This design comes from an exercise in tuning for small area and a short achievable clock period on the open sky130 flow, not from production work.
The RTL was checked by simulation tests, not by an equivalence proof against the original design.
Power figures rest on the tool's default switching activity, not on a simulated workload.

==> design/flow/design.v <==
`default_nettype none
module sin_rom(m, c0, c1);
  input [5:0] m;
  wire [5:0] m;
  output [15:0] c0;
  wire [15:0] c0;
  output [7:0] c1;
  wire [7:0] c1;
  wire _000_;
  wire _001_;
  wire _002_;
  wire _003_;
  wire _004_;
  wire _005_;
  wire _006_;
  wire _007_;
  wire _008_;
  wire _009_;
  wire _010_;
  wire _011_;
  wire _012_;
  wire _013_;
  wire _014_;
  wire _015_;
  wire _016_;
  wire _017_;
  wire _018_;
  wire _019_;
  wire _020_;
  wire _021_;
  wire _022_;
  wire _023_;
  wire _024_;
  wire _025_;
  wire _026_;
  wire _027_;
  wire _028_;
  wire _029_;
  wire _030_;
  wire _031_;
  wire _032_;
  wire _033_;
  wire _034_;
  wire _035_;
  wire _036_;
  wire _037_;
  wire _038_;
  wire _039_;
  wire _040_;
  wire _041_;
  wire _042_;
  wire _043_;
  wire _044_;
  wire _045_;
  wire _046_;
  wire _047_;
  wire _048_;
  wire _049_;
  wire _050_;
  wire _051_;
  wire _052_;
  wire _053_;
  wire _054_;
  wire _055_;
  wire _056_;
  wire _057_;
  wire _058_;
  wire _059_;
  wire _060_;
  wire _061_;
  wire _062_;
  wire _063_;
  wire _064_;
  wire _065_;
  wire _066_;
  wire _067_;
  wire _068_;
  wire _069_;
  wire _070_;
  wire _071_;
  wire _072_;
  wire _073_;
  wire _074_;
  wire _075_;
  wire _076_;
  wire _077_;
  wire _078_;
  wire _079_;
  wire _080_;
  wire _081_;
  wire _082_;
  wire _083_;
  wire _084_;
  wire _085_;
  wire _086_;
  wire _087_;
  wire _088_;
  wire _089_;
  wire _090_;
  wire _091_;
  wire _092_;
  wire _093_;
  wire _094_;
  wire _095_;
  wire _096_;
  wire _097_;
  wire _098_;
  wire _099_;
  wire _100_;
  wire _101_;
  wire _102_;
  wire _103_;
  wire _104_;
  wire _105_;
  wire _106_;
  wire _107_;
  wire _108_;
  wire _109_;
  wire _110_;
  wire _111_;
  wire _112_;
  wire _113_;
  wire _114_;
  wire _115_;
  wire _116_;
  wire _117_;
  wire _118_;
  wire _119_;
  wire _120_;
  wire _121_;
  wire _122_;
  wire _123_;
  wire _124_;
  wire _125_;
  wire _126_;
  wire _127_;
  wire _128_;
  wire _129_;
  wire _130_;
  wire _131_;
  wire _132_;
  wire _133_;
  wire _134_;
  wire _135_;
  wire _136_;
  wire _137_;
  wire _138_;
  wire _139_;
  wire _140_;
  wire _141_;
  wire _142_;
  wire _143_;
  wire _144_;
  wire _145_;
  wire _146_;
  wire _147_;
  wire _148_;
  wire _149_;
  wire _150_;
  wire _151_;
  wire _152_;
  wire _153_;
  wire _154_;
  wire _155_;
  wire _156_;
  wire _157_;
  wire _158_;
  wire _159_;
  wire _160_;
  wire _161_;
  wire _162_;
  wire _163_;
  wire _164_;
  wire _165_;
  wire _166_;
  wire _167_;
  wire _168_;
  wire _169_;
  wire _170_;
  wire _171_;
  wire _172_;
  wire _173_;
  wire _174_;
  wire _175_;
  wire _176_;
  wire _177_;
  wire _178_;
  wire _179_;
  wire _180_;
  wire _181_;
  wire _182_;
  wire _183_;
  wire _184_;
  wire _185_;
  wire _186_;
  wire _187_;
  wire _188_;
  wire _189_;
  wire _190_;
  wire _191_;
  wire _192_;
  wire _193_;
  wire _194_;
  wire _195_;
  wire _196_;
  wire _197_;
  wire _198_;
  wire _199_;
  wire _200_;
  wire _201_;
  wire _202_;
  wire _203_;
  wire _204_;
  wire _205_;
  wire _206_;
  wire _207_;
  wire _208_;
  wire _209_;
  wire _210_;
  wire _211_;
  wire _212_;
  wire _213_;
  wire _214_;
  wire _215_;
  wire _216_;
  wire _217_;
  wire _218_;
  wire _219_;
  wire _220_;
  wire _221_;
  wire _222_;
  wire _223_;
  wire _224_;
  wire _225_;
  wire _226_;
  wire _227_;
  wire _228_;
  wire _229_;
  wire _230_;
  wire _231_;
  wire _232_;
  wire _233_;
  wire _234_;
  wire _235_;
  wire _236_;
  wire _237_;
  wire _238_;
  wire _239_;
  wire _240_;
  wire _241_;
  wire _242_;
  wire _243_;
  wire _244_;
  wire _245_;
  wire _246_;
  wire _247_;
  wire _248_;
  wire _249_;
  wire _250_;
  wire _251_;
  wire _252_;
  wire _253_;
  wire _254_;
  wire _255_;
  wire _256_;
  wire _257_;
  wire _258_;
  wire _259_;
  wire _260_;
  wire _261_;
  wire _262_;
  wire _263_;
  wire _264_;
  wire _265_;
  wire _266_;
  wire _267_;
  wire _268_;
  wire _269_;
  wire _270_;
  wire _271_;
  wire _272_;
  wire _273_;
  wire _274_;
  wire _275_;
  wire _276_;
  wire _277_;
  wire _278_;
  wire _279_;
  wire _280_;
  wire _281_;
  wire _282_;
  wire _283_;
  wire _284_;
  wire _285_;
  wire _286_;
  wire _287_;
  wire _288_;
  wire _289_;
  wire _290_;
  wire _291_;
  wire _292_;
  wire _293_;
  wire _294_;
  wire _295_;
  wire _296_;
  wire _297_;
  wire _298_;
  wire _299_;
  wire _300_;
  assign _193_ = ~m[5];
  assign _203_ = ~m[4];
  assign _214_ = ~(m[0] | m[1]);
  assign _224_ = ~(m[2] & m[3]);
  assign _234_ = ~(_224_ | _214_);
  assign _240_ = _203_ & ~(_234_);
  assign _241_ = _193_ & ~(_240_);
  assign _242_ = ~(m[2] | m[3]);
  assign _243_ = ~(_242_ & m[4]);
  assign _244_ = m[1] ? m[0] : m[2];
  assign _245_ = _244_ | _243_;
  assign _246_ = _242_ | m[4];
  assign _247_ = ~(_246_ & m[5]);
  assign _248_ = _247_ | ~(_245_);
  assign c1[6] = _248_ & ~(_241_);
  assign _249_ = m[2] & ~(m[3]);
  assign _250_ = m[3] & ~(m[2]);
  assign _251_ = _203_ & ~(_250_);
  assign _252_ = _251_ & ~(_249_);
  assign _253_ = m[5] & ~(_252_);
  assign _254_ = ~m[3];
  assign _255_ = m[0] & m[1];
  assign _256_ = ~(_255_ & _254_);
  assign _257_ = ~m[2];
  assign _258_ = m[1] | ~(m[3]);
  assign _259_ = _257_ & ~(_258_);
  assign _260_ = _259_ | _203_;
  assign _261_ = _260_ | _249_;
  assign _262_ = _256_ & ~(_261_);
  assign _263_ = _253_ & ~(_262_);
  assign _264_ = ~(m[1] | m[2]);
  assign _265_ = ~_264_;
  assign _266_ = m[0] & m[3];
  assign _267_ = _266_ | ~(_224_);
  assign _268_ = ~(_267_ & _265_);
  assign _269_ = _268_ | _203_;
  assign _270_ = _269_ & _241_;
  assign c1[5] = _270_ | _263_;
  assign _271_ = m[2] & ~(_214_);
  assign _272_ = _254_ & ~(_271_);
  assign _273_ = _268_ & ~(_272_);
  assign _274_ = _241_ & ~(_273_);
  assign _275_ = ~(_255_ & m[3]);
  assign _276_ = m[2] & ~(m[4]);
  assign _277_ = ~(_276_ & _275_);
  assign _278_ = ~_244_;
  assign _279_ = _255_ | _214_;
  assign _280_ = m[2] & ~(m[0]);
  assign _281_ = m[0] & ~(m[2]);
  assign _282_ = ~(_281_ | _280_);
  assign _283_ = ~(_282_ & m[3]);
  assign _284_ = ~(_283_ | _279_);
  assign _285_ = _278_ & ~(_284_);
  assign _286_ = m[4] & ~(_285_);
  assign _287_ = m[1] & m[2];
  assign _288_ = _287_ | _234_;
  assign _289_ = _286_ & ~(_288_);
  assign _290_ = _277_ & ~(_289_);
  assign _291_ = m[5] & ~(_290_);
  assign c1[4] = _291_ | _274_;
  assign _292_ = _271_ | ~(_267_);
  assign _293_ = _265_ & ~(_292_);
  assign _294_ = _293_ | _203_;
  assign _295_ = _244_ & ~(_282_);
  assign _296_ = _257_ & ~(_279_);
  assign _297_ = ~(_296_ | _295_);
  assign _298_ = _297_ & ~(m[3]);
  assign _299_ = _298_ | _294_;
  assign _300_ = _240_ & ~(_272_);
  assign _000_ = _300_ | m[5];
  assign _001_ = _299_ & ~(_000_);
  assign _002_ = ~(_280_ | _279_);
  assign _003_ = _254_ & ~(_002_);
  assign _004_ = _284_ | _203_;
  assign _005_ = _004_ | _003_;
  assign _006_ = _279_ & ~(_283_);
  assign _007_ = m[1] & ~(m[4]);
  assign _008_ = _007_ & ~(_006_);
  assign _009_ = _008_ | _193_;
  assign _010_ = _005_ & ~(_009_);
  assign c1[3] = _010_ | _001_;
  assign _011_ = _279_ & ~(_257_);
  assign _012_ = _011_ | _296_;
  assign _013_ = _012_ | _254_;
  assign _014_ = _254_ & ~(_214_);
  assign _015_ = _014_ & ~(_282_);
  assign _016_ = _015_ | _203_;
  assign _017_ = _016_ | ~(_013_);
  assign _018_ = m[0] & ~(_287_);
  assign _019_ = _018_ | _249_;
  assign _020_ = m[4] | ~(m[0]);
  assign _021_ = _019_ & ~(_020_);
  assign _022_ = _017_ & ~(_021_);
  assign _023_ = _022_ | _193_;
  assign _024_ = m[4] & ~(_287_);
  assign _025_ = _254_ ? _279_ : _012_;
  assign _026_ = _025_ | ~(_024_);
  assign _027_ = _272_ | m[4];
  assign _028_ = _264_ | _254_;
  assign _029_ = ~(_028_ | _271_);
  assign _030_ = _275_ & ~(_029_);
  assign _031_ = _030_ & ~(_027_);
  assign _032_ = _031_ | m[5];
  assign _033_ = _026_ & ~(_032_);
  assign c1[2] = _023_ & ~(_033_);
  assign _034_ = m[2] & ~(m[1]);
  assign _035_ = m[3] | ~(m[0]);
  assign _036_ = _034_ & ~(_035_);
  assign _037_ = ~(_036_ | _015_);
  assign _038_ = _258_ & ~(_203_);
  assign _039_ = _267_ & ~(_279_);
  assign _040_ = _038_ & ~(_039_);
  assign _041_ = ~(_040_ & _037_);
  assign _042_ = _287_ & ~(m[3]);
  assign _043_ = m[0] & m[2];
  assign _044_ = _043_ | m[4];
  assign _045_ = ~(_044_ | _042_);
  assign _046_ = _045_ & ~(_284_);
  assign _047_ = _041_ & ~(_046_);
  assign _048_ = _242_ & _214_;
  assign _049_ = _048_ | m[4];
  assign _050_ = _279_ & ~(_295_);
  assign _051_ = _050_ | _028_;
  assign _052_ = _242_ & ~(_279_);
  assign _053_ = _051_ & ~(_052_);
  assign _054_ = _053_ & ~(_049_);
  assign _055_ = ~(_272_ & _265_);
  assign _056_ = _055_ & _038_;
  assign _057_ = _056_ | _054_;
  assign c1[1] = _193_ ? _047_ : _057_;
  assign _058_ = ~_267_;
  assign _059_ = _011_ | _058_;
  assign _060_ = _034_ | m[3];
  assign _061_ = ~(_060_ & _059_);
  assign _062_ = m[3] & ~(_279_);
  assign _063_ = _034_ & ~(m[0]);
  assign _064_ = _063_ | _062_;
  assign _065_ = _256_ & ~(_064_);
  assign _066_ = m[4] ? _061_ : _065_;
  assign _067_ = _030_ & ~(_052_);
  assign _068_ = _203_ & ~(_067_);
  assign _069_ = _282_ | m[3];
  assign _070_ = _069_ | m[1];
  assign _071_ = _042_ | _203_;
  assign _072_ = _071_ | _266_;
  assign _073_ = _070_ & ~(_072_);
  assign _074_ = _073_ | _068_;
  assign c1[0] = _193_ ? _066_ : _074_;
  assign _075_ = _254_ & ~(_287_);
  assign _076_ = m[4] & ~(_075_);
  assign _077_ = _193_ & ~(_076_);
  assign _078_ = ~(_048_ & _203_);
  assign c0[15] = ~(_078_ & _077_);
  assign _079_ = m[5] & ~(_242_);
  assign c1[7] = ~(_079_ | _253_);
  assign _080_ = _049_ | ~(_268_);
  assign _081_ = ~(_080_ & _077_);
  assign c0[14] = ~(_081_ & c1[7]);
  assign _082_ = ~(_079_ & _240_);
  assign _083_ = _014_ | _244_;
  assign _084_ = _257_ & ~(_083_);
  assign _085_ = ~(_084_ | _042_);
  assign _086_ = _294_ | ~(_085_);
  assign _087_ = _294_ & ~(_085_);
  assign _088_ = _087_ | m[5];
  assign _089_ = _086_ & ~(_088_);
  assign c0[13] = _082_ & ~(_089_);
  assign _090_ = _276_ & ~(_029_);
  assign _091_ = _243_ & ~(_090_);
  assign _092_ = _091_ | _193_;
  assign _093_ = m[1] & ~(m[2]);
  assign _094_ = _267_ & ~(_093_);
  assign _095_ = _094_ | _062_;
  assign _096_ = _269_ & ~(_095_);
  assign _097_ = _276_ | _271_;
  assign _098_ = _097_ & ~(_007_);
  assign _099_ = _098_ | _096_;
  assign _100_ = _075_ & ~(_296_);
  assign _101_ = _100_ | m[5];
  assign _102_ = _099_ & ~(_101_);
  assign c0[12] = _092_ & ~(_102_);
  assign _103_ = _282_ & ~(_076_);
  assign _104_ = m[4] & m[3];
  assign _105_ = _104_ & ~(_002_);
  assign _106_ = _105_ | _103_;
  assign _107_ = m[1] & ~(m[3]);
  assign _108_ = ~(_293_ | _107_);
  assign _109_ = _108_ | m[4];
  assign _110_ = ~(_109_ & _261_);
  assign c0[11] = _193_ ? _106_ : _110_;
  assign _111_ = _107_ & ~(_280_);
  assign _112_ = _111_ | _260_;
  assign _113_ = ~(_012_ & m[3]);
  assign _114_ = ~(_035_ & _203_);
  assign _115_ = _113_ & ~(_114_);
  assign _116_ = _112_ & ~(_115_);
  assign _117_ = ~(m[4] | m[1]);
  assign _118_ = _282_ ? _254_ : _278_;
  assign _119_ = _012_ & ~(m[3]);
  assign _120_ = _119_ | ~(_118_);
  assign _121_ = _120_ & ~(_093_);
  assign _122_ = _014_ & ~(_121_);
  assign _123_ = ~(_013_ | _034_);
  assign _124_ = ~(_123_ | _260_);
  assign _125_ = _124_ & ~(_122_);
  assign _126_ = _125_ | _117_;
  assign c0[10] = m[5] ? _116_ : _126_;
  assign _127_ = _062_ | _234_;
  assign _128_ = _127_ | _016_;
  assign _129_ = _246_ & ~(_007_);
  assign _130_ = ~(_129_ | m[0]);
  assign _131_ = _128_ & ~(_130_);
  assign _132_ = _193_ & ~(_131_);
  assign _133_ = _050_ | ~(_258_);
  assign _134_ = ~(_133_ & _203_);
  assign _135_ = _260_ | _234_;
  assign _136_ = _037_ & ~(_135_);
  assign _137_ = _136_ | _193_;
  assign _138_ = _134_ & ~(_137_);
  assign c0[9] = _138_ | _132_;
  assign _139_ = m[3] & ~(m[0]);
  assign _140_ = _139_ | m[4];
  assign _141_ = _140_ | _050_;
  assign _142_ = _292_ & ~(_071_);
  assign _143_ = _141_ & ~(_142_);
  assign _144_ = _249_ & _214_;
  assign _145_ = _144_ | _107_;
  assign _146_ = _059_ & ~(_145_);
  assign _147_ = _146_ | _203_;
  assign _148_ = _272_ & ~(_049_);
  assign _149_ = _147_ & ~(_148_);
  assign c0[8] = m[5] ? _143_ : _149_;
  assign _150_ = _254_ & ~(_279_);
  assign _151_ = _203_ & ~(_150_);
  assign _152_ = _012_ | ~(_139_);
  assign _153_ = m[5] & ~(_152_);
  assign _154_ = _151_ & ~(_153_);
  assign _155_ = m[1] & ~(m[0]);
  assign _156_ = _254_ ? _155_ : _279_;
  assign _157_ = _297_ & ~(_156_);
  assign _158_ = _157_ | _250_;
  assign _159_ = _193_ ? _121_ : _158_;
  assign _160_ = m[4] & ~(_159_);
  assign c0[7] = _160_ | _154_;
  assign _161_ = _006_ | ~(_035_);
  assign _162_ = ~(_161_ & _203_);
  assign _163_ = _258_ | m[0];
  assign _164_ = ~(_163_ & _024_);
  assign _165_ = ~(_164_ | _052_);
  assign _166_ = _162_ & ~(_165_);
  assign _167_ = ~_083_;
  assign _168_ = ~(_280_ | _258_);
  assign _169_ = _069_ & ~(_168_);
  assign _170_ = m[4] ? _167_ : _169_;
  assign c0[6] = _193_ ? _166_ : _170_;
  assign _171_ = ~(_118_ & _203_);
  assign _172_ = _038_ & ~(_155_);
  assign _173_ = _172_ & ~(_094_);
  assign _174_ = _171_ & ~(_173_);
  assign _175_ = _094_ | _203_;
  assign _176_ = _175_ | _122_;
  assign _177_ = _025_ & ~(_080_);
  assign _178_ = _176_ & ~(_177_);
  assign c0[5] = _193_ ? _174_ : _178_;
  assign _179_ = ~(_151_ & _058_);
  assign _180_ = m[4] & ~(_034_);
  assign _181_ = _180_ & ~(_156_);
  assign _182_ = _179_ & ~(_181_);
  assign _183_ = ~(_144_ | _266_);
  assign _184_ = _183_ | _294_;
  assign _185_ = _283_ & ~(m[4]);
  assign _186_ = _185_ & ~(_296_);
  assign _187_ = _184_ & ~(_186_);
  assign c0[4] = _193_ ? _182_ : _187_;
  assign _188_ = _019_ & ~(_036_);
  assign _189_ = _203_ & ~(_188_);
  assign _190_ = _024_ & ~(_118_);
  assign _191_ = _190_ | m[5];
  assign _192_ = _191_ | _189_;
  assign _194_ = _036_ | m[3];
  assign _195_ = _194_ | _255_;
  assign _196_ = _195_ & ~(_071_);
  assign _197_ = _189_ | ~(_027_);
  assign _198_ = _197_ & ~(_259_);
  assign _199_ = _198_ | _196_;
  assign _200_ = ~(_059_ & m[5]);
  assign _201_ = _199_ & ~(_200_);
  assign c0[3] = _192_ & ~(_201_);
  assign _202_ = _048_ | _017_;
  assign _204_ = _069_ & ~(_095_);
  assign _205_ = _151_ & ~(_204_);
  assign _206_ = _202_ & ~(_205_);
  assign _207_ = _206_ | m[5];
  assign _208_ = _053_ & ~(_161_);
  assign _209_ = ~(_275_ & m[4]);
  assign _210_ = _209_ | _208_;
  assign _211_ = _039_ | m[4];
  assign _212_ = _194_ & ~(_211_);
  assign _213_ = _212_ | _193_;
  assign _215_ = _210_ & ~(_213_);
  assign c0[2] = _207_ & ~(_215_);
  assign _216_ = _158_ & ~(_214_);
  assign _217_ = _055_ & ~(_216_);
  assign _218_ = _217_ | _203_;
  assign _219_ = ~(_060_ | _012_);
  assign _220_ = _251_ & ~(_219_);
  assign _221_ = _220_ | _193_;
  assign _222_ = _218_ & ~(_221_);
  assign _223_ = _129_ | _123_;
  assign _225_ = _048_ | _203_;
  assign _226_ = _225_ | _111_;
  assign _227_ = ~(_226_ | _029_);
  assign _228_ = _227_ | m[5];
  assign _229_ = _223_ & ~(_228_);
  assign c0[1] = _229_ | _222_;
  assign _230_ = _012_ & ~(_133_);
  assign _231_ = _240_ & ~(_230_);
  assign _232_ = _119_ | _203_;
  assign _233_ = _152_ & ~(_232_);
  assign _235_ = _233_ | _231_;
  assign _236_ = _251_ & ~(_156_);
  assign _237_ = _236_ | _117_;
  assign _238_ = _237_ & ~(_281_);
  assign _239_ = _238_ | _286_;
  assign c0[0] = m[5] ? _235_ : _239_;
endmodule
module sin_qrom(mq, aq, ex, qn);
  input [0:0] mq;
  wire [0:0] mq;
  input [2:0] aq;
  wire [2:0] aq;
  input [1:0] ex;
  wire [1:0] ex;
  output [3:0] qn;
  wire [3:0] qn;
  wire _00_;
  wire _01_;
  wire _02_;
  wire _03_;
  wire _04_;
  wire _05_;
  wire _06_;
  wire _07_;
  wire _08_;
  wire _09_;
  wire _10_;
  wire _11_;
  wire _12_;
  wire _13_;
  wire _14_;
  wire _15_;
  assign _00_ = ex[1] & ~(ex[0]);
  assign _01_ = ~(mq | aq[1]);
  assign _02_ = ~(aq[0] & aq[2]);
  assign _03_ = _02_ | _01_;
  assign _04_ = ~(mq & aq[1]);
  assign _05_ = aq[2] & ~(_04_);
  assign _06_ = _03_ & ~(_05_);
  assign _07_ = aq[0] & ~(_04_);
  assign _08_ = _07_ | _06_;
  assign _09_ = ex[0] & ~(ex[1]);
  assign _10_ = ~(_09_ | _00_);
  assign _11_ = ~(_10_ | _08_);
  assign _12_ = ~(_11_ | _06_);
  assign qn[3] = ~(_12_ | _00_);
  assign _13_ = ~(_12_ & _00_);
  assign qn[2] = _13_ & ~(qn[3]);
  assign _14_ = _10_ & _08_;
  assign qn[1] = ~(_14_ | _11_);
  assign _15_ = _07_ | aq[2];
  assign qn[0] = ~(_15_ & _03_);
endmodule
module sin_fa
( input  wire a
, input  wire b
, input  wire c
, output wire s
, output wire co
);
assign s = a ^ b ^ c;
assign co = (a & b) | (a & c) | (b & c);
endmodule
module sin_ha
( input  wire a
, input  wire b
, output wire s
, output wire co
);
assign s = a ^ b;
assign co = a & b;
endmodule
`default_nettype none
module saw2sin
( input  wire        i_clk
, input  wire [15:0] i_saw
, output logic [15:0] o_sin
);
wire inv = i_saw[15];
wire rev = i_saw[14];
wire [13:0] v = i_saw[13:0] ^ {14{rev}};
wire [5:0] m = v[13:8];
wire [7:0] x = {~i_saw[7], i_saw[6:0]};
wire [6:0] a = x[7] ? ~x[6:0] : x[6:0];
wire [15:0] c0;
wire [7:0] c1;
sin_rom rom (.m(m), .c0(c0), .c1(c1));
wire [3:0] qn;
sin_qrom qrom (.mq(m[5:5]), .aq(a[6:4]), .ex({inv, bneg[3]}), .qn(qn));
wire [3:0] bneg, bone, btwo;
assign bneg[0] = x[1] ^ rev;
assign bone[0] = x[0] ^ 1'b0;
assign btwo[0] = (x[1] & ~x[0] & ~1'b0) | (~x[1] & x[0] & 1'b0);
assign bneg[1] = x[3] ^ rev;
assign bone[1] = x[2] ^ x[1];
assign btwo[1] = (x[3] & ~x[2] & ~x[1]) | (~x[3] & x[2] & x[1]);
assign bneg[2] = x[5] ^ rev;
assign bone[2] = x[4] ^ x[3];
assign btwo[2] = (x[5] & ~x[4] & ~x[3]) | (~x[5] & x[4] & x[3]);
assign bneg[3] = x[7] ^ rev;
assign bone[3] = x[6] ^ x[5];
assign btwo[3] = (x[7] & ~x[6] & ~x[5]) | (~x[7] & x[6] & x[5]);
wire b_pp0_5 = (((bone[0] & c1[5]) | (btwo[0] & c1[4])) ^ bneg[0]);
wire b_pp0_6 = (((bone[0] & c1[6]) | (btwo[0] & c1[5])) ^ bneg[0]);
wire b_pp0_7 = (((bone[0] & c1[7]) | (btwo[0] & c1[6])) ^ bneg[0]);
wire b_pp0_8 = ((btwo[0] & c1[7]) ^ bneg[0]);
wire b_nneg0 = ~bneg[0];
wire b_pp1_3 = (((bone[1] & c1[3]) | (btwo[1] & c1[2])) ^ bneg[1]);
wire b_pp1_4 = (((bone[1] & c1[4]) | (btwo[1] & c1[3])) ^ bneg[1]);
wire b_pp1_5 = (((bone[1] & c1[5]) | (btwo[1] & c1[4])) ^ bneg[1]);
wire b_pp1_6 = (((bone[1] & c1[6]) | (btwo[1] & c1[5])) ^ bneg[1]);
wire b_pp1_7 = (((bone[1] & c1[7]) | (btwo[1] & c1[6])) ^ bneg[1]);
wire b_pp1_8 = ((btwo[1] & c1[7]) ^ bneg[1]);
wire b_nneg1 = ~bneg[1];
wire b_pp2_1 = (((bone[2] & c1[1]) | (btwo[2] & c1[0])) ^ bneg[2]);
wire b_pp2_2 = (((bone[2] & c1[2]) | (btwo[2] & c1[1])) ^ bneg[2]);
wire b_pp2_3 = (((bone[2] & c1[3]) | (btwo[2] & c1[2])) ^ bneg[2]);
wire b_pp2_4 = (((bone[2] & c1[4]) | (btwo[2] & c1[3])) ^ bneg[2]);
wire b_pp2_5 = (((bone[2] & c1[5]) | (btwo[2] & c1[4])) ^ bneg[2]);
wire b_pp2_6 = (((bone[2] & c1[6]) | (btwo[2] & c1[5])) ^ bneg[2]);
wire b_pp2_7 = (((bone[2] & c1[7]) | (btwo[2] & c1[6])) ^ bneg[2]);
wire b_pp2_8 = ((btwo[2] & c1[7]) ^ bneg[2]);
wire b_nneg2 = ~bneg[2];
wire b_pp3_0 = ((bone[3] & c1[0]) ^ bneg[3]);
wire b_pp3_1 = (((bone[3] & c1[1]) | (btwo[3] & c1[0])) ^ bneg[3]);
wire b_pp3_2 = (((bone[3] & c1[2]) | (btwo[3] & c1[1])) ^ bneg[3]);
wire b_pp3_3 = (((bone[3] & c1[3]) | (btwo[3] & c1[2])) ^ bneg[3]);
wire b_pp3_4 = (((bone[3] & c1[4]) | (btwo[3] & c1[3])) ^ bneg[3]);
wire b_pp3_5 = (((bone[3] & c1[5]) | (btwo[3] & c1[4])) ^ bneg[3]);
wire b_pp3_6 = (((bone[3] & c1[6]) | (btwo[3] & c1[5])) ^ bneg[3]);
wire b_pp3_7 = (((bone[3] & c1[7]) | (btwo[3] & c1[6])) ^ bneg[3]);
wire b_pp3_8 = ((btwo[3] & c1[7]) ^ bneg[3]);
wire b_nneg3 = ~bneg[3];
wire b_q0 = qn[0];
wire b_q1 = qn[1];
wire b_q2 = qn[2];
wire b_q3 = qn[3];
wire ws1, wc1;
sin_fa u_ws1 (.a(b_pp0_5), .b(b_pp1_3), .c(b_pp2_1), .s(ws1), .co(wc1));
wire ws2, wc2;
sin_ha u_ws2 (.a(b_q0), .b(c0[0]), .s(ws2), .co(wc2));
wire ws3, wc3;
sin_fa u_ws3 (.a(b_pp0_6), .b(b_pp1_4), .c(b_pp2_2), .s(ws3), .co(wc3));
wire ws4, wc4;
sin_fa u_ws4 (.a(b_pp3_0), .b(b_q1), .c(c0[1]), .s(ws4), .co(wc4));
wire ws5, wc5;
sin_fa u_ws5 (.a(b_pp0_7), .b(b_pp1_5), .c(b_pp2_3), .s(ws5), .co(wc5));
wire ws6, wc6;
sin_fa u_ws6 (.a(b_pp3_1), .b(b_q2), .c(c0[2]), .s(ws6), .co(wc6));
wire ws7, wc7;
sin_fa u_ws7 (.a(b_pp0_8), .b(b_pp1_6), .c(b_pp2_4), .s(ws7), .co(wc7));
wire ws8, wc8;
sin_fa u_ws8 (.a(b_pp3_2), .b(b_q3), .c(c0[3]), .s(ws8), .co(wc8));
wire ws9, wc9;
sin_fa u_ws9 (.a(b_nneg0), .b(b_pp1_7), .c(b_pp2_5), .s(ws9), .co(wc9));
wire ws10, wc10;
sin_ha u_ws10 (.a(b_pp3_3), .b(c0[4]), .s(ws10), .co(wc10));
wire ws11, wc11;
sin_fa u_ws11 (.a(b_pp1_8), .b(b_pp2_6), .c(b_pp3_4), .s(ws11), .co(wc11));
wire ws12, wc12;
sin_fa u_ws12 (.a(b_nneg1), .b(b_pp2_7), .c(b_pp3_5), .s(ws12), .co(wc12));
wire ws13, wc13;
sin_fa u_ws13 (.a(b_pp2_8), .b(b_pp3_6), .c(c0[7]), .s(ws13), .co(wc13));
wire ws14, wc14;
sin_fa u_ws14 (.a(b_nneg2), .b(b_pp3_7), .c(c0[8]), .s(ws14), .co(wc14));
wire ws15, wc15;
sin_fa u_ws15 (.a(wc1), .b(wc2), .c(ws3), .s(ws15), .co(wc15));
wire ws16, wc16;
sin_fa u_ws16 (.a(wc3), .b(wc4), .c(ws5), .s(ws16), .co(wc16));
wire ws17, wc17;
sin_fa u_ws17 (.a(wc5), .b(wc6), .c(ws7), .s(ws17), .co(wc17));
wire ws18, wc18;
sin_fa u_ws18 (.a(wc7), .b(wc8), .c(ws9), .s(ws18), .co(wc18));
wire ws19, wc19;
sin_fa u_ws19 (.a(wc9), .b(wc10), .c(ws11), .s(ws19), .co(wc19));
wire ws20, wc20;
sin_fa u_ws20 (.a(wc11), .b(ws12), .c(c0[6]), .s(ws20), .co(wc20));
wire ws21, wc21;
sin_fa u_ws21 (.a(wc14), .b(b_pp3_8), .c(c0[9]), .s(ws21), .co(wc21));
wire ws22, wc22;
sin_fa u_ws22 (.a(wc15), .b(ws16), .c(ws6), .s(ws22), .co(wc22));
wire ws23, wc23;
sin_fa u_ws23 (.a(wc16), .b(ws17), .c(ws8), .s(ws23), .co(wc23));
wire ws24, wc24;
sin_fa u_ws24 (.a(wc17), .b(ws18), .c(ws10), .s(ws24), .co(wc24));
wire ws25, wc25;
sin_fa u_ws25 (.a(wc18), .b(ws19), .c(c0[5]), .s(ws25), .co(wc25));
wire ws26, wc26;
sin_fa u_ws26 (.a(wc20), .b(wc12), .c(ws13), .s(ws26), .co(wc26));
wire ws27, wc27;
sin_fa u_ws27 (.a(wc21), .b(b_nneg3), .c(c0[10]), .s(ws27), .co(wc27));
wire ws28, wc28;
sin_fa u_ws28 (.a(wc25), .b(wc19), .c(ws20), .s(ws28), .co(wc28));
wire ws29, wc29;
sin_fa u_ws29 (.a(wc26), .b(wc13), .c(ws14), .s(ws29), .co(wc29));
wire [15:0] ra = {c0[15], c0[14], c0[13], c0[12], wc27, ws27, wc29, ws29, wc28, ws28, wc24, wc23, wc22, ws22, ws15, ws1};
wire [15:0] rb = {1'b0, 1'b0, 1'b0, 1'b0, c0[11], 1'b0, ws21, 1'b0, ws26, 1'b0, ws25, ws24, ws23, 1'b0, ws4, ws2};
wire [15:0] z;
wire [15:0] pg_g0 = ra & rb;
wire [15:0] pg_p0 = ra ^ rb;
wire pfx_g1 = pg_g0[1] | (pg_p0[1] & pg_g0[0]);
wire pfx_p1 = pg_p0[1] & pg_p0[0];
wire pfx_g2 = pg_g0[3] | (pg_p0[3] & pg_g0[2]);
wire pfx_p2 = pg_p0[3] & pg_p0[2];
wire pfx_g3 = pg_g0[5] | (pg_p0[5] & pg_g0[4]);
wire pfx_p3 = pg_p0[5] & pg_p0[4];
wire pfx_g4 = pg_g0[7] | (pg_p0[7] & pg_g0[6]);
wire pfx_p4 = pg_p0[7] & pg_p0[6];
wire pfx_g5 = pg_g0[9] | (pg_p0[9] & pg_g0[8]);
wire pfx_p5 = pg_p0[9] & pg_p0[8];
wire pfx_g6 = pg_g0[11] | (pg_p0[11] & pg_g0[10]);
wire pfx_p6 = pg_p0[11] & pg_p0[10];
wire pfx_g7 = pg_g0[13] | (pg_p0[13] & pg_g0[12]);
wire pfx_p7 = pg_p0[13] & pg_p0[12];
wire pfx_g8 = pg_g0[15] | (pg_p0[15] & pg_g0[14]);
wire pfx_p8 = pg_p0[15] & pg_p0[14];
wire pfx_g9 = pfx_g2 | (pfx_p2 & pfx_g1);
wire pfx_p9 = pfx_p2 & pfx_p1;
wire pfx_g10 = pfx_g4 | (pfx_p4 & pfx_g3);
wire pfx_p10 = pfx_p4 & pfx_p3;
wire pfx_g11 = pfx_g6 | (pfx_p6 & pfx_g5);
wire pfx_p11 = pfx_p6 & pfx_p5;
wire pfx_g12 = pfx_g8 | (pfx_p8 & pfx_g7);
wire pfx_p12 = pfx_p8 & pfx_p7;
wire pfx_g13 = pfx_g10 | (pfx_p10 & pfx_g9);
wire pfx_p13 = pfx_p10 & pfx_p9;
wire pfx_g14 = pfx_g12 | (pfx_p12 & pfx_g11);
wire pfx_p14 = pfx_p12 & pfx_p11;
wire pfx_g15 = pfx_g14 | (pfx_p14 & pfx_g13);
wire pfx_p15 = pfx_p14 & pfx_p13;
wire pfx_g16 = pfx_g11 | (pfx_p11 & pfx_g13);
wire pfx_p16 = pfx_p11 & pfx_p13;
wire pfx_g17 = pfx_g3 | (pfx_p3 & pfx_g9);
wire pfx_p17 = pfx_p3 & pfx_p9;
wire pfx_g18 = pfx_g5 | (pfx_p5 & pfx_g13);
wire pfx_p18 = pfx_p5 & pfx_p13;
wire pfx_g19 = pfx_g7 | (pfx_p7 & pfx_g16);
wire pfx_p19 = pfx_p7 & pfx_p16;
wire pfx_g20 = pg_g0[2] | (pg_p0[2] & pfx_g1);
wire pfx_p20 = pg_p0[2] & pfx_p1;
wire pfx_g21 = pg_g0[4] | (pg_p0[4] & pfx_g9);
wire pfx_p21 = pg_p0[4] & pfx_p9;
wire pfx_g22 = pg_g0[6] | (pg_p0[6] & pfx_g17);
wire pfx_p22 = pg_p0[6] & pfx_p17;
wire pfx_g23 = pg_g0[8] | (pg_p0[8] & pfx_g13);
wire pfx_p23 = pg_p0[8] & pfx_p13;
wire pfx_g24 = pg_g0[10] | (pg_p0[10] & pfx_g18);
wire pfx_p24 = pg_p0[10] & pfx_p18;
wire pfx_g25 = pg_g0[12] | (pg_p0[12] & pfx_g16);
wire pfx_p25 = pg_p0[12] & pfx_p16;
wire pfx_g26 = pg_g0[14] | (pg_p0[14] & pfx_g19);
wire pfx_p26 = pg_p0[14] & pfx_p19;
wire [15:0] pg_pi = pg_p0 ^ {16{inv}};
assign z[0] = pg_pi[0];
assign z[1] = pg_pi[1] ^ pg_g0[0];
assign z[2] = pg_pi[2] ^ pfx_g1;
assign z[3] = pg_pi[3] ^ pfx_g20;
assign z[4] = pg_pi[4] ^ pfx_g9;
assign z[5] = pg_pi[5] ^ pfx_g21;
assign z[6] = pg_pi[6] ^ pfx_g17;
assign z[7] = pg_pi[7] ^ pfx_g22;
assign z[8] = pg_pi[8] ^ pfx_g13;
assign z[9] = pg_pi[9] ^ pfx_g23;
assign z[10] = pg_pi[10] ^ pfx_g18;
assign z[11] = pg_pi[11] ^ pfx_g24;
assign z[12] = pg_pi[12] ^ pfx_g16;
assign z[13] = pg_pi[13] ^ pfx_g25;
assign z[14] = pg_pi[14] ^ pfx_g19;
assign z[15] = pg_pi[15] ^ pfx_g26;
wire [14:0] zi = z[15:1];
logic [15:0] sin_q;
always_ff @(posedge i_clk) sin_q <= {~inv, zi};
always_comb o_sin = sin_q;
endmodule
==> design/flow/flow/run.sh <==
#!/bin/bash
# Own flow: the standard layout (standard.sh) with two changes.
#  1. Synthesis: ABC maps the combinational logic with flow/abc_area.script
#     (area-first mapping, then buffering and sizing) instead of ORFS's
#     abc_area.script.  It runs from a private copy of the ORFS scripts in
#     which only that file differs; synth_recipe.tcl (-nofsm -noshare,
#     flatten, rename) and everything else is the standard synthesis.
#  2. Layout: the port buffers that global placement inserts on every input
#     and output are sky130_fd_sc_hd__buf_1 cells, and ORFS's repair_timing
#     steps aim for 49.7 ns of setup slack (SETUP_SLACK_MARGIN) instead of 0,
#     so they size up the few gates on the slowest paths.  The clock period
#     and the SDC constraints are the design's, unchanged.
# Each tool's full output goes to synth.log / layout.log here (and ORFS's own
# per-step logs under orfs/logs/).
set -euo pipefail
rm -rf scripts_abc
cp -r "$FLOW_HOME/scripts" scripts_abc
cp flow/abc_area.script scripts_abc/abc_area.script
bash standard.sh SCRIPTS_DIR="$PWD/scripts_abc" synth > synth.log 2>&1
bash standard.sh SETUP_SLACK_MARGIN=49.7 "BUFFER_PORTS_ARGS=-buffer_cell sky130_fd_sc_hd__buf_1" finish > layout.log 2>&1
==> design/flow/flow/abc_area.script <==
strash
dch
map -a
topo
stime -c
buffer -c
upsize -c
dnsize -c
==> design/flow/standard.sh <==
#!/bin/bash
# synth_recipe.tcl (not shown) runs the flow's synth.tcl, then flattens the netlist and writes it again
# the make line also repeats each setting of config.mk as NAME=value (left out here)
make -C /OpenROAD-flow-scripts/flow DESIGN_CONFIG=/design/flow/config.mk WORK_HOME=/design/flow/orfs CLKGATE_MAP_FILE= SYNTH_SCRIPT=/design/flow/synth_recipe.tcl "${@:-finish}"
==> design/flow/config.mk <==
export PLATFORM = sky130hd
export DESIGN_NAME = saw2sin
export DESIGN_NICKNAME = saw2sin
export VERILOG_FILES = /design/flow/design.v
export SDC_FILE = /design/flow/constraint.sdc
export NUM_CORES = 4
export LEC_CHECK = 0
export ABC_AREA = 1
export CAP_MARGIN = 20
export CORE_MARGIN = 2
export CORE_UTILIZATION = 40
export CTS_BUF_LIST = sky130_fd_sc_hd__clkbuf_4
export CTS_CLUSTER_DIAMETER = 300
export CTS_CLUSTER_SIZE = 50
export PLACE_DENSITY = 0.75
export SLEW_MARGIN = 20
export SYNTH_HIERARCHICAL = 1
==> design/flow/constraint.sdc <==
create_clock -name core_clock -period 70.0 [get_ports {i_clk}]
set_input_delay 14.0000 -clock core_clock [delete_from_list [all_inputs] [get_ports {i_clk}]]
set_output_delay 14.0000 -clock core_clock [all_outputs]
set_load 0.01 [all_outputs]
==> run_results.csv, run 1 <==
group,metric,value,unit
status,status,"finished clean",
detailed_routing,ant_nets,0,
hold_path,hold_depth,2,
setup_path,worst_ep_arrival_time,20.19,ns
logic_synthesis,netlist_instances,489,
logic_synthesis,synthArstFlopShare,0,%
die,core,8636,µm²
sta,slew_headroom,28.42,%
logic_synthesis,synthTopCellsByArea,"fa_1 (15%), xor2_1 (11%), dfxtp_1 (9.1%)",
detailed_routing,drt-total-wl,10890,µm
global_route,grt_pass1_vias,3477,
pwr,power_density,55.66,nW/µm²
logic_synthesis,synth-seq-cells,16,
sta,finalHoldViolCount,0,
finish,top_register,"sin_q",
global_route,grt_first_pass_wirelength,17450,µm
hold_path,hold_path.startpoint,"i_saw[15]",
logic_synthesis,ys_seq_area_share,9.120,%
pwr,vdd_drop_max,0.03395,mV
die,initial_utilization,40.67,%
placement,dpl.hpwl,8931,µm
hold_path,hold_end,"sin_q[15]",
clock_tree,cts_max_path_buffers,2,
sta,finalCriticalPeriod,20.03,ns
placement,gp_congestion,1.106,
clock_tree,cts_max_level,1,
logic_synthesis,synthFlopType,"dfxtp_1",
die,die_h,97.71,µm
clock_tree,cts_sinks,16,
setup_path,worstPathMaxFanout,10,
logic_synthesis,synth_area_per_cell,7.182,µm²
sta,fin_tns_setup,0,ns
die,ios,33,
detailed_routing,post-route-drc-count,0,
global_route,grt_max_degree,35,
logic_synthesis,ys_types,40,
finish,area_growth,8.799,%
clock_tree,cts_tree,"built",
job,maxCapViolations,0,
sta,setup_viol,0,
clock_tree,cts_buffers,3,
sta,max_freq,0.04993,GHz
sta,rsz0062_at_grt,"no",
sta,finalCritPeriodShare,28.61,%
detailed_routing,viasPerCell,5.851,
clock_tree,postCtsHoldBufs,0,
finish,fillers,909,
setup_path,start_kind,"primary input",
sta,slew_viol_final,0,
sta,worstMarginPinSlew,1.074,ns
die,die-width,97.71,µm
detailed_routing,vias,3645,
setup_path,worst_path_max_delay_cell,"fa_1",
detailed_routing,wl_per_cell,17.48,µm
finish,n_antenna_cell,0,
finish,drive_gt1_share,8.155,%
logic_synthesis,synth_top_area_share,15.39,%
setup_path,cpPeakStageDelay,0.48,ns
setup_path,worst_ep_required_time,70.16,ns
setup_path,endpoint_kind,"flop",
logic_synthesis,syn_nets,555,
global_route,antenna_found_initial,0,
finish,layout_common_cells,"nor2_1 (60), inv_1 (55), nand2_1 (49)",
logic_synthesis,synth_edf_count,0,
logic_synthesis,yosysTopAreaCell,"fa_1",
finish,fin_nets,582,
hold_path,worstHoldPathType,"in -> reg",
logic_synthesis,yosys_warnings,7,
detailed_routing,first_pass_iters,5,
die,die_area,9546,µm²
finish,regArea,320.3,µm²
clock_tree,cts_root_buf,"clkbuf_4",
logic_synthesis,netlist_area,3512,µm²
pwr,leakage,1.634,nW
finish,fin_util,44.25,%
placement,io_buffers,32,
die,rows,34,
detailed_routing,drt_iter0_drc,618,
global_route,grt_usage,22.36,%
finish,top_regs,"sin_q x16",
finish,layout_commonest_cell,"nor2_1",
finish,largest_register_ffs,16,
setup_path,cp-startpoint,"i_saw[14]",
clock_tree,path_clk_slew,0.08,ns
finish,multi_input_area,2915,µm²
global_route,grt_overflow_total,0,
setup_path,crit_type,"in -> reg",
-- cells in the mapped netlist, drive strengths merged (2+ instances only) --
master	n
a21oi	34
a22oi	4
a31oi	12
a32o	3
buf	10
clkbuf	8
dfxtp	16
fa	27
ha	22
inv	63
nand2	50
nand3	10
nand4	4
nor2	68
nor3	9
o211ai	3
o21ai	30
o21bai	2
o22ai	28
o31ai	5
o32ai	2
xnor2	26
xor2	47
-- modules after synthesis, one instance, submodules excluded --
module    times used  cells
saw2sin            1    189
sin_rom            1    256
sin_qrom           1     15
sin_fa            27      1
sin_ha             2      1
-- routing by layer --
layer  part of all wire (%)  vias to the layer above  GRT usage (%)
li1                       -                     1691              -
met1                     40                     1662          30.35
met2                     45                      248          35.97
met3                    9.6                       44          2.446
met4                    5.6                        0          10.04
met5                      0                        -              0
-- worst max-delay path by stage --
stage,to,slack [ns],cells after the start
finish,sin_q[14],49.97,27
global route,sin_q[14],49.70,27
CTS,sin_q[14],49.82,27
detailed placement,sin_q[14],48.95,27
global placement,sin_q[14],49.00,27
floorplan,sin_q[14],50.33,27
-- cell families after synthesis --
group           Yosys count  share of synthesized area [%]
fa+ha+maj                49                          23.23
simple gates            143                          17.39
flops                    16                          9.120
xor+xnor                 73                          18.42
buf+inv                  82                          9.227
compound gates          126                          22.62
-- power by group --
part / switching [mW] / internal [mW]
Clock: 0.00243 / 0.00206
Sequential: 0.000967 / 0.0174
Combinational: 0.110 / 0.0802
-- area by class of cell --
class                           count  share of cell area (%)
Timing Repair Buffer               40                   4.813
Sequential cell                    16                   8.382
Clock buffer                        3                  0.5894
Clock inverter                      1                 0.09823
Tap cell                          108                   3.536
Inverter                           64                   6.287
Multi-Input combinational cell    391                   76.29
-- critical path, delay by kind of cell --
kind,cells,cell delay (ns)
AOI/OAI and AO/OA,6,0.88
xor gates and xnor gates,3,0.59
adders and majority gates,7,3.07
buffers and inverters,5,0.77
and+or+nand+nor,6,0.85
-- stage by stage --
| step | cells | hold slack (ns) | power (mW) | cell area (µm²) | setup slack, ns |
|---|---|---|---|---|---|
| final | 623 | 14.33 | 0.2127 | 3821 | 49.97 |
| after global placement | 616 | 14.39 | 0.1984 | 3729 | 49.00 |
| after floorplan | 489 | 14.30 | 0.1685 | 3512 | 50.33 |
| after global routing | 623 | 14.36 | 0.2361 | 3821 | 49.70 |
| after CTS | 620 | 14.32 | 0.2137 | 3771 | 49.82 |
| after detailed placement | 616 | 14.39 | 0.2087 | 3729 | 48.95 |
-- repair_timing --
action | CTS | global route
resized for setup | 3 | 4
endpoints found under the setup margin | 8 | 6
setup buffers | 0 | 3
pin swaps | 0 | 2
==> run 2: changes to the inputs <==
--- a/design/flow/config.mk
+++ b/design/flow/config.mk
@@ -12,6 +12,5 @@
 export CTS_BUF_LIST = sky130_fd_sc_hd__clkbuf_4
 export CTS_CLUSTER_DIAMETER = 300
 export CTS_CLUSTER_SIZE = 50
-export PLACE_DENSITY = 0.75
 export SLEW_MARGIN = 20
 export SYNTH_HIERARCHICAL = 1
==> run 2 against run 1 <==
Net effect:
- still clean
- sequential cell count did not move
- clock power fell by 4%
- wire length fell by 3.6%
- total power fell by 2.6%
- critical path depth did not move
- sequential power barely moved
==> run_results.csv, run 2 <==
group,metric,value,unit
logic_synthesis,ys_types,40,
detailed_routing,ant_nets,0,
logic_synthesis,synth_commonest_cells,"nor2_1 (60), inv_1 (55), nand2_1 (49), xor2_1 (46), a21oi_1 (30)",
pwr,leakage,1.615,nW
global_route,grt_usage,22.37,%
clock_tree,cts_max_path_buffers,2,
finish,top_regs,"sin_q x16",
global_route,antenna_found_initial,0,
setup_path,cp-endpoint,"sin_q[14]",
detailed_routing,first_pass_iters,5,
placement,io_buffers,32,
logic_synthesis,netlist_instances,489,
global_route,grt_max_degree,36,
finish,layout_commonest_cell,"nor2_1",
logic_synthesis,synth-seq-cells,16,
clock_tree,path_clk_slew,0.08,ns
detailed_routing,drt_iter0_drc,511,
pwr,power_frac_clock,2.1,%
sta,finalCriticalPeriod,19.95,ns
sta,slew_viol_final,0,
finish,top_register,"sin_q",
clock_tree,cts_tree,"built",
global_route,grt_first_pass_wirelength,17440,µm
finish,regArea,320.3,µm²
job,maxCapViolations,0,
finish,area_growth,7.766,%
logic_synthesis,yosysTopAreaCell,"fa_1",
clock_tree,cts_max_level,1,
clock_tree,cts_sinks,16,
finish,fin_nets,578,
die,initial_utilization,40.67,%
die,die-width,97.71,µm
pwr,vdd_drop_max,0.02551,mV
die,ios,33,
pwr,switching_share,52.64,%
logic_synthesis,synth_top_area_share,15.39,%
sta,worstMarginPinSlew,1.081,ns
logic_synthesis,synth_area_per_cell,7.182,µm²
detailed_routing,drt-total-wl,10500,µm
clock_tree,postCtsHoldBufs,0,
logic_synthesis,synth_edf_count,0,
setup_path,worst_ep_required_time,70.16,ns
hold_path,worstHoldPathType,"in -> reg",
detailed_routing,post-route-drc-count,0,
detailed_routing,vias,3546,
sta,finalCritPeriodShare,28.50,%
logic_synthesis,netlist_area,3512,µm²
die,die_h,97.71,µm
finish,drive_gt1_share,7.255,%
pwr,switchingPower,0.1090,mW
sta,rsz0062_at_grt,"no",
placement,dpl.hpwl,8467,µm
pwr,power_frac_seq,8.8,%
global_route,grt_overflow_total,0,
setup_path,endpoint_kind,"flop",
clock_tree,cts_root_buf,"clkbuf_4",
finish,multi_input_area,2913,µm²
placement,gp_congestion,1.090,
die,rows,34,
finish,n_antenna_cell,0,
logic_synthesis,synthArstFlopShare,0,%
logic_synthesis,post-synth-top-count-cell,"nor2_1",
sta,max_freq,0.05012,GHz
die,die_area,9546,µm²
detailed_routing,wl_per_cell,16.98,µm
setup_path,start_kind,"primary input",
setup_path,cp-startpoint,"i_saw[14]",
logic_synthesis,syn_nets,555,
logic_synthesis,synthTopCellsByArea,"fa_1 (15%), xor2_1 (11%), dfxtp_1 (9.1%)",
setup_path,worstPathMaxFanout,10,
logic_synthesis,yosys_warnings,7,
sta,setup_viol,0,
status,status,"finished clean",
finish,layout_common_cells,"nor2_1 (60), inv_1 (55), nand2_1 (49)",
logic_synthesis,synthFlopType,"dfxtp_1",
logic_synthesis,ys_seq_area_share,9.120,%
placement,placed_cell_area,3721,µm²
sta,finalHoldViolCount,0,
sta,fin_tns_setup,0,ns
finish,final_area,3785,µm²
clock_tree,cts_buffers,3,
finish,largest_register_ffs,16,
global_route,grt_pass1_vias,3495,
pwr,power_density,54.73,nW/µm²
pwr,intPower,0.09811,mW
pwr,p_comb_share,89.1,%
finish,fillers,884,
setup_path,worst_ep_arrival_time,20.11,ns
detailed_routing,viasPerCell,5.738,
sta,slew_headroom,27.91,%
die,core,8636,µm²
setup_path,crit_type,"in -> reg",
run 2: timing repair:
action | 4_1_cts | 5_1_grt
hold endpoints to repair | 0 | 0
setup endpoints to repair | 7 | 6
pin swaps | 0 | 2
setup buffers | 0 | 0
gates resized for setup | 6 | 3
run 2: per-module statistics from Yosys (local to each module, per instance):
module,times used,cells,cell area (µm²),flip-flops and latches
sin_rom,1,256,1292,0
sin_fa,27,1,20.02,0
sin_qrom,1,15,100.1,0
saw2sin,1,189,1554,16
sin_ha,2,1,12.51,0
run 2: critical path, stage by stage:
cell and delay, ns:
clkbuf_4 0.27, xor2_4 0.34, inv_1 0.21, ha_1 0.44, ha_1 0.45, inv_1 0.13
nand2_1 0.09, o21ai_0 0.18, nor3_1 0.19, a31oi_1 0.07, o22ai_1 0.13, inv_1 0.12
o22ai_1 0.25, xor2_1 0.13, fa_1 0.45, fa_1 0.44, fa_1 0.47, fa_1 0.43
ha_1 0.31, inv_1 0.04, nor2_1 0.16, nand4_2 0.14, a21oi_2 0.19, a311oi_4 0.06
nor2_2 0.15, nand2_2 0.08, xor2_2 0.15
run 2: layer usage:
| metal | track usage, % | vias to the layer above | share of wire (%) |
|---|---|---|---|
| met2 | 32.89 | 235 | 41 |
| met3 | 3.597 | 59 | 8.7 |
| met4 | 12.18 | 0 | 6.0 |
| met1 | 31.38 | 1576 | 44 |
| met5 | 0 | - | 0 |
| li1 | - | 1676 | - |
run 2: final cells by class:
cell class | count | share of cell area, %
tap | 108 | 3.570
inverter | 64 | 6.347
timing repair buffer | 36 | 4.066
sequential | 16 | 8.463
clock buffer | 3 | 0.5950
multi-input combinational | 391 | 76.96
run 2: cells by family (layout without fill, tap and decap cells):
family                   after synthesis  count (layout)  synth area share (%)
AND/OR/NAND/NOR                      143             143                 17.39
AO/OA/AOI/OAI                        126             126                 22.62
buffers and inverters                 82             103                 9.227
XOR/XNOR                              73              73                 18.42
adder cells (fa/ha/maj)               49              49                 23.23
flip-flops                            16              16                 9.120
run 2: worst min-delay path by stage:
stage              start         to  slack (ns)  cells after the start
3_5_place_dp    sin_q[3]   o_sin[3]       14.38                      1
5_1_grt        i_saw[15]  sin_q[15]       14.37                      2
3_3_place_gp    sin_q[5]   o_sin[5]       14.39                      1
2_1_floorplan   sin_q[0]   o_sin[0]       14.30                      0
6_report       i_saw[15]  sin_q[15]       14.34                      2
4_1_cts        i_saw[15]  sin_q[15]       14.34                      2
run 2: stage by stage:
step | total power [mW] | util [%] | instances | setup slack (ns) | hold WS, ns
after CTS | 0.2079 | 43.87 | 618 | 49.90 | 14.34
after detailed placement | 0.2025 | 43.09 | 615 | 49.07 | 14.38
after global routing | 0.2347 | 43.83 | 618 | 49.74 | 14.37
final | 0.2071 | 43.83 | 618 | 50.05 | 14.34
after global placement | 0.2008 | 43.09 | 615 | 48.96 | 14.39
after floorplan | 0.1685 | - | 489 | 50.33 | 14.30
run 2: power groups by stage:
| stage | logic (mW) | clock network [mW] | registers (mW) |
|---|---|---|---|
| CTS | 0.185 | 0.00466 | 0.0183 |
| detailed placement | 0.184 | 0 | 0.0185 |
| floorplan | 0.147 | 0 | 0.0213 |
| global route | 0.211 | 0.00504 | 0.0188 |
| finish | 0.185 | 0.00433 | 0.0183 |
| global placement | 0.182 | 0 | 0.0185 |
==> run 3: changes to the inputs <==
--- a/design/flow/config.mk
+++ b/design/flow/config.mk
@@ -8,7 +8,7 @@
 export ABC_AREA = 1
 export CAP_MARGIN = 20
 export CORE_MARGIN = 2
-export CORE_UTILIZATION = 40
+export CORE_UTILIZATION = 50
 export CTS_BUF_LIST = sky130_fd_sc_hd__clkbuf_4
 export CTS_CLUSTER_DIAMETER = 300
 export CTS_CLUSTER_SIZE = 50
==> run 3 against run 2 <==
Net effect:
- clock power grew 11%
- still clean on timing, DRC and antenna
- sequential cell count unchanged
- largest cell class unchanged
- die area shrank 19%
- fmax rose by 0.59%
- sequential power barely moved
==> run_results.csv, run 3 <==
group,metric,value,unit
sta,finalCriticalPeriod,19.84,ns
detailed_routing,first_pass_iters,5,
setup_path,worstPathMaxFanout,10,
global_route,grt_max_degree,36,
die,core,6794,µm²
placement,pre_cts_ws,49.14,ns
finish,n_antenna_cell,0,
global_route,grt_usage,28.68,%
finish,drive_gt1_share,7.436,%
logic_synthesis,ys_seq_area_share,9.120,%
die,ios,33,
logic_synthesis,netlist_instances,489,
finish,top_register,"sin_q",
clock_tree,path_clk_slew,0.08,ns
finish,fin_util,55.65,%
logic_synthesis,yosys_warnings,7,
finish,area_growth,7.660,%
sta,max_freq,0.05041,GHz
setup_path,cpPeakStageDelay,0.47,ns
hold_path,worstHoldPathType,"in -> reg",
logic_synthesis,netlist_area,3512,µm²
logic_synthesis,synth_commonest_cells,"nor2_1 (60), inv_1 (55), nand2_1 (49), xor2_1 (46), a21oi_1 (30)",
die,die-width,87.81,µm
placement,gp_congestion,1.094,
detailed_routing,wl_per_cell,17.54,µm
clock_tree,cts_root_buf,"clkbuf_4",
detailed_routing,viasPerCell,5.898,
die,die_area,7711,µm²
setup_path,worst_path_max_delay_cell,"fa_1",
finish,largest_register_ffs,16,
logic_synthesis,synthArstFlopShare,0,%
sta,worst_slack,50.16,ns
logic_synthesis,synth_top_area_share,15.39,%
clock_tree,cts_buffers,3,
detailed_routing,drt_iter0_drc,577,
placement,io_buffers,32,
clock_tree,cts_tree,"built",
sta,finalHoldViolCount,0,
sta,setup_viol,0,
job,maxCapViolations,0,
clock_tree,cts_max_level,1,
logic_synthesis,synth_edf_count,0,
logic_synthesis,synth_area_per_cell,7.182,µm²
setup_path,worst_ep_arrival_time,20.01,ns
hold_path,hold_path.startpoint,"i_saw[15]",
clock_tree,cts_sinks,16,
logic_synthesis,synthTopCellsByArea,"fa_1 (15%), xor2_1 (11%), dfxtp_1 (9.1%)",
logic_synthesis,post-synth-top-count-cell,"nor2_1",
finish,layout_commonest_cell,"nor2_1",
global_route,grt_overflow_total,0,
pwr,power_density,55.39,nW/µm²
sta,slew_viol_final,0,
pwr,leakage,1.617,nW
finish,fin_nets,578,
setup_path,crit_type,"in -> reg",
global_route,grt_pass1_vias,3351,
finish,top_regs,"sin_q x16",
finish,fillers,633,
clock_tree,cts_max_path_buffers,2,
sta,fin_tns_setup,0,ns
detailed_routing,drt-total-wl,10650,µm
sta,rsz0062_at_grt,"no",
sta,finalCritPeriodShare,28.34,%
setup_path,endpoint_kind,"flop",
hold_path,hold_end,"sin_q[15]",
setup_path,start_kind,"primary input",
logic_synthesis,syn_nets,555,
logic_synthesis,ys_types,40,
setup_path,worst_ep_required_time,70.18,ns
placement,dpl.hpwl,8715,µm
status,status,"finished clean",
finish,layout_common_cells,"nor2_1 (60), inv_1 (55), nand2_1 (49)",
detailed_routing,ant_nets,0,
global_route,antenna_found_initial,0,
die,rows,30,
die,initial_utilization,51.69,%
die,die_h,87.81,µm
clock_tree,post_cts_buffers,0,
global_route,grt_first_pass_wirelength,16970,µm
sta,slew_headroom,49.01,%
pwr,vdd_drop_max,0.03780,mV
logic_synthesis,synth-seq-cells,16,
hold_path,hold_depth,3,
sta,worstMarginPinSlew,0.7594,ns
detailed_routing,post-route-drc-count,0,
detailed_routing,vias,3580,
logic_synthesis,yosysTopAreaCell,"fa_1",
logic_synthesis,synthFlopType,"dfxtp_1",
run 3: cell counts after synthesis:
No cell type changed its count.
run 3: logic make-up after synthesis:
group                    share of synthesized area [%]
AND/OR/NAND/NOR                                  17.39
buffers and inverters                            9.227
XOR/XNOR                                         18.42
AO/OA/AOI/OAI                                    22.62
flip-flops                                       9.120
adder cells (fa/ha/maj)                          23.23
run 3: Yosys stat by module (local to each module, per instance):
| module | flops+latches | cell area (µm²) | cells inside | times used |
|---|---|---|---|---|
| saw2sin | 16 | 1554 | 189 | 1 |
| sin_rom | 0 | 1292 | 256 | 1 |
| sin_qrom | 0 | 100.1 | 15 | 1 |
| sin_fa | 0 | 20.02 | 1 | 27 |
| sin_ha | 0 | 12.51 | 1 | 2 |
run 3: area by class of cell:
type                       count  area, µm²  share of cell area, %
tap                           96      120.1                  3.177
clock buffer                   3      22.52                 0.5956
inverter                      64      240.2                  6.353
sequential                    16      320.3                  8.471
clock inverter                 1      3.754                0.09927
multi-input combinational    391       2920                  77.23
timing repair buffer          36      153.9                  4.070
run 3: timing repair:
item / CTS / global route
hold buffers: 0 / 0
setup endpoints to repair: 6 / 6
endpoints found under the hold margin: 0 / 0
gates resized for setup: 7 / 3
pin swaps: 0 / 1
run 3: where the power goes:
part,switching [mW],internal (mW)
sequential,0.000950,0.0174
clock,0.00273,0.00208
combinational,0.107,0.0790
total,0.111,0.0985
run 3: how the worst max path moves through the flow:
stage	startpoint	end	slack, ns	cells after the start
finish	i_saw[14]	sin_q[14]	50.16	27
global route	i_saw[14]	sin_q[14]	49.76	27
CTS	i_saw[14]	sin_q[14]	49.94	27
detailed placement	i_saw[14]	sin_q[14]	49.14	27
floorplan	i_saw[14]	sin_q[14]	50.33	27
global placement	i_saw[14]	sin_q[14]	49.15	27
run 3: worst max-delay path: cells and delay by family:
family	cells	cell delay (ns)
simple gates	6	0.78
buf+inv	5	0.74
compound gates	6	0.87
xor+xnor	3	0.58
fa+ha+maj	7	3.02
run 3: per-stage QoR:
stage                     hold slack, ns  power [mW]  instances  cell area, µm²
after floorplan                    14.30      0.1685        489            3512
after global placement             14.39      0.2003        603            3706
after detailed placement           14.38      0.2030        603            3706
after CTS                          14.10      0.2089        607            3785
after global routing               14.10      0.2302        607            3781
final                              14.10      0.2094        607            3781
run 3: routing by layer:
metal | wire [µm] | vias up | track usage (%)
li1 | - | 1676 | -
met1 | 4410 | 1580 | 39.39
met2 | 4503 | 275 | 43.53
met3 | 1189 | 49 | 5.655
met4 | 546 | 0 | 13.01
met5 | 0 | - | 0
==> run 4: changes to the inputs <==
--- a/design/flow/flow/run.sh
+++ b/design/flow/flow/run.sh
@@ -7,7 +7,7 @@
 #     flatten, rename) and everything else is the standard synthesis.
 #  2. Layout: the port buffers that global placement inserts on every input
 #     and output are sky130_fd_sc_hd__buf_1 cells, and ORFS's repair_timing
-#     steps aim for 49.7 ns of setup slack (SETUP_SLACK_MARGIN) instead of 0,
+#     steps aim for 49.5 ns of setup slack (SETUP_SLACK_MARGIN) instead of 0,
 #     so they size up the few gates on the slowest paths.  The clock period
 #     and the SDC constraints are the design's, unchanged.
 # Each tool's full output goes to synth.log / layout.log here (and ORFS's own
@@ -17,4 +17,4 @@
 cp -r "$FLOW_HOME/scripts" scripts_abc
 cp flow/abc_area.script scripts_abc/abc_area.script
 bash standard.sh SCRIPTS_DIR="$PWD/scripts_abc" synth > synth.log 2>&1
-bash standard.sh SETUP_SLACK_MARGIN=49.7 "BUFFER_PORTS_ARGS=-buffer_cell sky130_fd_sc_hd__buf_1" finish > layout.log 2>&1
+bash standard.sh SETUP_SLACK_MARGIN=49.5 "BUFFER_PORTS_ARGS=-buffer_cell sky130_fd_sc_hd__buf_1" finish > layout.log 2>&1
==> design/flow/config.mk (replaced) <==
export PLATFORM = sky130hd
export DESIGN_NAME = saw2sin
export DESIGN_NICKNAME = saw2sin
export VERILOG_FILES = /design/flow/design.v
export SDC_FILE = /design/flow/constraint.sdc
export NUM_CORES = 4
export LEC_CHECK = 0
export ABC_AREA = 1
export CAP_MARGIN = 20
export CORE_MARGIN = 2
export CORE_UTILIZATION = 40
export SLEW_MARGIN = 20
export SYNTH_HIERARCHICAL = 1
==> run 4 against run 3 <==
Net effect:
- critical path depth unchanged
- fmax shrank 1.2%
- global-route usage shrank 6.5 points
- largest cell class unchanged
- setup slack got worse by 0.24 ns
- final area up 0.53%
- combinational power hardly changed
- sequential cell count is the same
- highest routed layer unchanged
==> run_results.csv, run 4 <==
group,metric,value,unit
status,status,"finished clean",
finish,fin_nets,578,
die,rows,34,
die,die-width,97.71,µm
sta,setup_viol,0,
global_route,grt_max_degree,36,
logic_synthesis,synthTopCellsByArea,"fa_1 (15%), xor2_1 (11%), dfxtp_1 (9.1%)",
pwr,leakage,1.622,nW
sta,holdWs,14.37,ns
logic_synthesis,synth_edf_count,0,
logic_synthesis,synth_top_area_share,15.39,%
setup_path,worst_ep_required_time,70.12,ns
clock_tree,cts_max_level,1,
sta,worstMarginPinSlew,1.068,ns
pwr,vdd_drop_max,0.02623,mV
finish,top_regs,"sin_q x16",
logic_synthesis,synthArstFlopShare,0,%
die,ios,33,
detailed_routing,drt-total-wl,10510,µm
placement,gp_congestion,1.090,
logic_synthesis,netlist_area,3512,µm²
hold_path,hold_end,"sin_q[15]",
setup_path,start_kind,"primary input",
sta,max_freq,0.04981,GHz
logic_synthesis,synthFlopType,"dfxtp_1",
setup_path,crit_family,"adder cells",
setup_path,endpoint_kind,"flop",
logic_synthesis,ys_types,40,
detailed_routing,vias,3563,
sta,finalCritPeriodShare,28.68,%
setup_path,cpPeakStageDelay,0.47,ns
pwr,power_density,54.97,nW/µm²
finish,top_register,"sin_q",
setup_path,worstPathMaxFanout,10,
logic_synthesis,synth-seq-cells,16,
detailed_routing,first_pass_iters,7,
clock_tree,path_clk_slew,0.05,ns
sta,fin_tns_setup,0,ns
logic_synthesis,netlist_instances,489,
finish,final_area,3801,µm²
die,core,8636,µm²
placement,io_buffers,32,
finish,multi_input_area,2913,µm²
logic_synthesis,ys_seq_area_share,9.120,%
setup_path,crit_type,"in -> reg",
logic_synthesis,yosys_warnings,7,
setup_path,crit_buf_inv,5,
logic_synthesis,yosysTopAreaCell,"fa_1",
sta,finalHoldViolCount,0,
hold_path,worstHoldPathType,"in -> reg",
clock_tree,post_cts_buffers,0,
detailed_routing,wl_per_cell,17.01,µm
clock_tree,cts_sinks,16,
sta,rsz0062_at_grt,"no",
clock_tree,cts_root_buf,"clkbuf_8",
setup_path,worst_path_max_delay_cell,"fa_1",
clock_tree,cts_max_path_buffers,2,
detailed_routing,post-route-drc-count,0,
detailed_routing,viasPerCell,5.765,
placement,placed_cell_area,3721,µm²
global_route,antenna_found_initial,0,
finish,largest_register_ffs,16,
hold_path,hold_depth,2,
finish,drive_gt1_share,7.255,%
placement,dpl.hpwl,8467,µm
logic_synthesis,synth_commonest_cells,"nor2_1 (60), inv_1 (55), nand2_1 (49), xor2_1 (46), a21oi_1 (30)",
global_route,grt_overflow_total,0,
global_route,grt_pass1_vias,3480,
sta,finalCriticalPeriod,20.08,ns
finish,fillers,872,
placement,dp_cells,615,
logic_synthesis,post-synth-top-count-cell,"nor2_1",
logic_synthesis,syn_nets,555,
finish,layout_commonest_cell,"nor2_1",
pwr,total_power,0.2090,mW
finish,regArea,320.3,µm²
logic_synthesis,synth_area_per_cell,7.182,µm²
finish,area_growth,8.230,%
die,initial_utilization,40.67,%
die,die_area,9546,µm²
finish,layout_common_cells,"nor2_1 (60), inv_1 (55), nand2_1 (49)",
global_route,grt_usage,22.18,%
global_route,grt_first_pass_wirelength,17250,µm
finish,instances_no_fill,618,
job,maxCapViolations,0,
hold_path,hold_path.startpoint,"i_saw[15]",
detailed_routing,ant_nets,0,
detailed_routing,drt_iter0_drc,466,
sta,slew_viol_final,0,
clock_tree,cts_tree,"built",
finish,n_antenna_cell,0,
sta,slew_headroom,28.82,%
clock_tree,cts_buffers,3,
clock_tree,postCtsHoldBufs,0,
setup_path,worst_ep_arrival_time,20.20,ns
die,die_h,97.71,µm
-- run 4: cell counts after synthesis --
No cell type changed its count.
-- run 4: timing repair --
item | in CTS | in global routing
setup endpoints to repair | 5 | 8
cloned | 0 | 0
resized for setup | 2 | 4
-- run 4: per-module statistics from Yosys, one instance, submodules excluded --
| module | flip-flops and latches | cells inside | cell area (µm²) | times used |
|---|---|---|---|---|
| sin_fa | 0 | 1 | 20.02 | 27 |
| sin_rom | 0 | 256 | 1292 | 1 |
| saw2sin | 16 | 189 | 1554 | 1 |
| sin_qrom | 0 | 15 | 100.1 | 1 |
| sin_ha | 0 | 1 | 12.51 | 2 |
-- run 4: how the worst max path moves through the flow --
stage,slack [ns],end,startpoint,cells after the start
4_1_cts,49.54,sin_q[14],i_saw[14],27
3_3_place_gp,48.96,sin_q[14],i_saw[14],27
5_1_grt,49.53,sin_q[14],i_saw[14],27
6_report,49.92,sin_q[14],i_saw[14],27
3_5_place_dp,49.07,sin_q[14],i_saw[14],27
2_1_floorplan,50.33,sin_q[14],i_saw[14],27
-- run 4: stage by stage --
stage / worst slack, ns / util [%]
floorplan: 50.33 / -
global placement: 48.96 / 43.09
detailed placement: 49.07 / 43.09
CTS: 49.54 / 43.74
global route: 49.53 / 44.02
finish: 49.92 / 44.02
-- run 4: logic make-up (layout without fill, tap and decap cells) --
logic type / after synthesis / count (layout) / share of synthesized area [%]
and+or+nand+nor: 143 / 143 / 17.39
DFF: 16 / 16 / 9.120
adders and majority gates: 49 / 49 / 23.23
xor gates and xnor gates: 73 / 73 / 18.42
AOI/OAI and AO/OA: 126 / 126 / 22.62
buffers and inverters: 82 / 103 / 9.227
-- run 4: power breakdown --
group	switching [mW]	internal (mW)
registers	0.000861	0.0174
logic	0.106	0.0787
clock network	0.00249	0.00379
-- run 4: final cells by class --
cell class	instances	share of cell area (%)
Clock buffer	3	1.086
Inverter	64	6.320
Multi-Input combinational cell	391	76.63
Sequential cell	16	8.427
Tap cell	108	3.555
Timing Repair Buffer	36	3.983
-- run 4: metal layers --
layer  global-route usage, %  part of all wire (%)  up-vias
met3                   3.309                    11       50
li1                        -                     -     1674
met2                   32.94                    42      255
met1                   31.01                    42     1584
met5                       0                     0        -
met4                   11.97                   5.6        0

[port drivers added, routing unchanged]
Ports are ideal in the flow. The routed layouts listed here were re-timed in OpenROAD. Step 1 (the two cells are an assumption about what drives the block):
set clk [get_ports {i_clk}]
set_driving_cell -lib_cell sky130_fd_sc_hd__clkbuf_16 $clk
set_driving_cell -lib_cell sky130_fd_sc_hd__buf_2 [delete_from_list [all_inputs] $clk]
Step 2 adds t to the input delays and takes it off the output delays; t is the mean of the earliest and latest rising clock arrival at the registers after step 1. Input paths then give back, and output paths get back, about the clock's delay inside the block. Slacks: ideal / step 1 / step 2; pairs: ideal / step 1.
run | shift t [ns] | slack for setup (ns) | cell pins on the clock port's net
run 1 | 0.292 | 49.970 / 49.971 / 49.679 | 1
run 2 | 0.290 | 50.046 / 50.044 / 49.754 | 1
run 3 | 0.310 | 50.163 / 50.164 / 49.854 | 1
run 4 | 0.260 | 49.923 / 49.924 / 49.664 | 1
After both steps setup and hold are still met in every run listed. For run 3, which loses most, drivers alone change the setup slack by +0.001 ns; drivers and shift together by -0.309 ns.
